This design comes from an exercise in tuning for small area, a short achievable clock period and few clock cycles per item on the open sky130 flow, not from production work.

==> nickel <==
==> flow/design.v <==
module Reconstructor(
    input enable,
    input CLK,
    input reset,
    input [7:0]height,
    input [7:0]width,
    input Vector_sig,
    input [7:0]mv_x,
    input [7:0]addr_x,
    input [7:0]mv_y,
    input [7:0]addr_y,
    output Nxt_block_sig,
    input [1:0]data_type,
    output [15:0]Tindex,
    input [5:0]pdi,
    output [15:0]index,
    output we,
    output [8:0]datax_out,
    output [8:0]datay_out,
    output [5:0]pdo
    );
localparam IDLE = 3'd0, WAIT = 3'd1, S1 = 3'd2, RD0 = 3'd3, CMP = 3'd4, RD = 3'd5;
reg [2:0] state;
reg [15:0] I, N;          
reg jxN, jyN, nval;       
reg [4:0] preg;           
reg [1:0] btype;
reg [7:0] ry0, rx0;
reg hasx, hasy;
always @(posedge CLK) begin
  ry0 <= addr_y + mv_y[7:2];
  rx0 <= addr_x + mv_x[7:2];
  hasx <= |mv_x[1:0];
  hasy <= |mv_y[1:0];
end
function [4:0] oa;
  input jx, jy;
  input [1:0] rx, ry;
  reg [2:0] cx, cy;
  begin
    cx = jx ? {1'b0, rx} : (rx == 2'd0 ? 3'd4 : {1'b0, 2'd0 - rx});
    cy = jy ? {1'b0, ry} : (ry == 2'd0 ? 3'd4 : {1'b0, 2'd0 - ry});
    oa = cx * cy;
  end
endfunction
wire s_cmp = (state == CMP);
wire s_rd0 = (state == RD0);
wire wr = s_cmp & ({1'b0, preg} > pdi);
wire last = ~nval;
wire adv = s_rd0 | (s_cmp & ~last);    
wire nx_v = (~jxN & hasx) | (~jyN & hasy);
wire nx_x = ~jxN & hasx;
wire nx_y = (~jxN & hasx) ? jyN : 1'b1;
wire tmode = (state == IDLE) | (state == WAIT) | (s_cmp & last);
wire tgt_x = (state == S1) ? 1'b0 : (state == RD) ? jxN : nx_x;
wire tgt_y = (state == S1) ? 1'b0 : (state == RD) ? jyN : nx_y;
wire [7:0] op = tmode ? addr_y : ry0 + {7'd0, tgt_y};
wire [7:0] ax = tmode ? addr_x : rx0 + {7'd0, tgt_x};
wire [15:0] M = op[7:1] * {width, 1'b0} + {8'hFF, ~(width & {8{~op[0]}})} + {8'd0, ax};
assign Nxt_block_sig = (state == WAIT) | (s_cmp & last & ~wr);
assign Tindex = N;
assign index = (s_rd0 | (s_cmp & ~wr)) ? N : I;
assign we = wr;
assign pdo = {1'b0, preg};
assign datax_out = {1'b0, mv_x};
assign datay_out = {1'b0, mv_y};
always @(posedge CLK or posedge reset)
  if (reset)
    state <= IDLE;
  else
    case (state)
      IDLE: if (enable) state <= WAIT;
      WAIT: if (Vector_sig) state <= S1;
      S1:   state <= RD0;
      RD0:  state <= CMP;
      CMP:  if (last) state <= (~wr & Vector_sig) ? S1 : WAIT;
            else if (wr) state <= RD;
      RD:   state <= CMP;
      default: state <= IDLE;
    endcase
always @(posedge CLK) begin
  N <= M;
  if (state == S1) begin
    jxN <= 1'b0; jyN <= 1'b0; nval <= 1'b1;
  end
  if (s_rd0)
    btype <= data_type;
  if (adv) begin
    I <= N;
    preg <= oa(jxN, jyN, mv_x[1:0], mv_y[1:0]) + {(s_rd0 ? data_type : btype), 2'b00};
    nval <= nx_v; jxN <= nx_x; jyN <= nx_y;
  end
end
endmodule
==> flow/flow/run.sh <==
#!/bin/bash
# Standard layout, with every port buffered by sky130_fd_sc_hd__buf_1.
set -euo pipefail
export BUFFER_PORTS_ARGS="-buffer_cell sky130_fd_sc_hd__buf_1"
bash standard.sh > standard.log 2>&1
==> flow/standard.sh <==
#!/bin/bash
# synth_recipe.tcl (not shown) runs the flow's synth.tcl, then flattens the netlist and writes it again
# the make line also repeats each setting of config.mk as NAME=value (left out here)
make -C /OpenROAD-flow-scripts/flow DESIGN_CONFIG=/design/flow/config.mk WORK_HOME=/design/flow/orfs CLKGATE_MAP_FILE= SYNTH_SCRIPT=/design/flow/synth_recipe.tcl "${@:-finish}"
==> flow/config.mk <==
export PLATFORM = sky130hd
export DESIGN_NAME = Reconstructor
export DESIGN_NICKNAME = Reconstructor
export VERILOG_FILES = /design/flow/design.v
export SDC_FILE = /design/flow/constraint.sdc
export NUM_CORES = 4
export LEC_CHECK = 0
export ABC_CLOCK_PERIOD_IN_PS = 6000
export CAP_MARGIN = 20
export CORE_MARGIN = 2
export CORE_UTILIZATION = 40
export CTS_BUF_LIST = sky130_fd_sc_hd__clkbuf_8
export CTS_CLUSTER_SIZE = 30
export PLACE_DENSITY = 0.6
export SETUP_SLACK_MARGIN = 4.5
export SLEW_MARGIN = 20
==> flow/constraint.sdc <==
create_clock -name core_clock -period 11.0 [get_ports {CLK}]
set_input_delay 2.2000 -clock core_clock [delete_from_list [all_inputs] [get_ports {CLK}]]
set_output_delay 2.2000 -clock core_clock [all_outputs]
set_load 0.01 [all_outputs]
==> inputs of onyx, as changes to nickel <==
--- a/flow/design.v
+++ b/flow/design.v
@@ -58,3 +58,20 @@
 wire [7:0] ax = tmode ? addr_x : rx0 + {7'd0, tgt_x};
-wire [15:0] M = op[7:1] * {width, 1'b0} + {8'hFF, ~(width & {8{~op[0]}})} + {8'd0, ax};
+function [8:0] bpp;              
+  input b2, b1, b0;
+  input [7:0] w;
+  reg one, two;
+  begin
+    one = b1 ^ b0;
+    two = (b2 & ~b1 & ~b0) | (~b2 & b1 & b0);
+    bpp = ({9{one}} & {1'b0, w} | {9{two}} & {w, 1'b0}) ^ {9{b2}};
+  end
+endfunction
+wire [8:0] pp0 = bpp(op[1], op[0], 1'b0, width);
+wire [8:0] pp1 = bpp(op[3], op[2], op[1], width);
+wire [8:0] pp2 = bpp(op[5], op[4], op[3], width);
+wire [8:0] pp3 = bpp(op[7], op[6], op[5], width);
+wire [15:0] ex = {~op[7], 1'b1, ~op[5], 1'b1, ~op[3], 1'b1, ~op[1], 1'b1,
+                  1'b0, op[7], 1'b0, op[5], 1'b0, op[3], 1'b0, op[1]};
+wire [15:0] M = {7'd0, pp0} + {5'd0, pp1, 2'd0} + {3'd0, pp2, 4'd0} + {1'd0, pp3, 6'd0}
+              + {op[7] ? width : 8'd0, 8'd0} + ex + {8'd0, ax} + {8'd0, ~width};
 assign Nxt_block_sig = (state == WAIT) | (s_cmp & last & ~wr);
==> impl_metrics.yaml <==
status:
  status: "finished clean"
timing:
  hold_slack_ns: 0.483
yosys:
  syn_area_mm2: 0.00667
route:
  drt_iter0_drc: 484
  firstDrtPassIters: 5
  vias_per_cell: 5.47
min_path:
  hold_path_end: "btype[1]$_DFF_P_"
cts:
  cts_setup_buffers: 21
  postCtsResizedCells: 41
setup_path:
  r2r_end: "N[14]$_DFF_P_"
cells_and_area:
  post-route-util_pct: 48.1
global_route:
  gr-usage-all-layers_pct: 19.7
  use_met3_pct: 3.77
Source of the figures above: onyx

==> impl_metrics.yaml <==
status:
  status: "finished clean"
cts:
  postCtsResizedCells: 62
  cts_setup_buffers: 32
global_route:
  use_met3_pct: 3.41
route:
  drc: 0
  vias_per_cell: 4.99
  drt_iter0_drc: 217
setup_path:
  r2r_end: "N[15]$_DFF_P_"
cells_and_area:
  post-route-util_pct: 51.2
floorplanning:
  die_x_um: 129
yosys:
  syn_area_mm2: 0.00621
timing:
  rsz0062_at_grt: "yes"
min_path:
  hold_path_end: "I[13]$_DFFE_PP_"
Source of the figures above: nickel

Function was not checked in any run of this note: the RTL went through the layout flow alone.

==> re-timing with driven ports <==
How much do the figures lean on ideal ports? The routed layouts below were timed once more, with nothing changed but the port constraints.
Step 1: set_driving_cell puts a clkbuf_16 on CLK and a buf_2 on each other input, an assumption about the parent block.
Step 2, shift: input delay + t, output delay - t, t = (earliest + latest rising clock arrival at the registers) / 2. This alone moves slack from input paths to output paths.
Slacks: ideal / step 1 / step 2; pairs: ideal / step 1.
| run | t (ns) | slack for setup (ns) | hold slack, ns | worst setup path at the end | clock arrival spread, ns |
|---|---|---|---|---|---|
| nickel | 0.387 | 3.897 / 3.891 / 3.504 | 0.465 / 0.465 / 0.465 | input to register | 0.015 / 0.015 |
| onyx | 0.374 | 4.533 / 4.537 / 4.163 | 0.483 / 0.483 / 0.483 | input to register | 0.013 / 0.013 |
After both steps setup and hold are still met in every run listed. The setup slack of nickel, which loses most, moves by -0.006 ns with the drivers and by -0.393 ns with both steps.
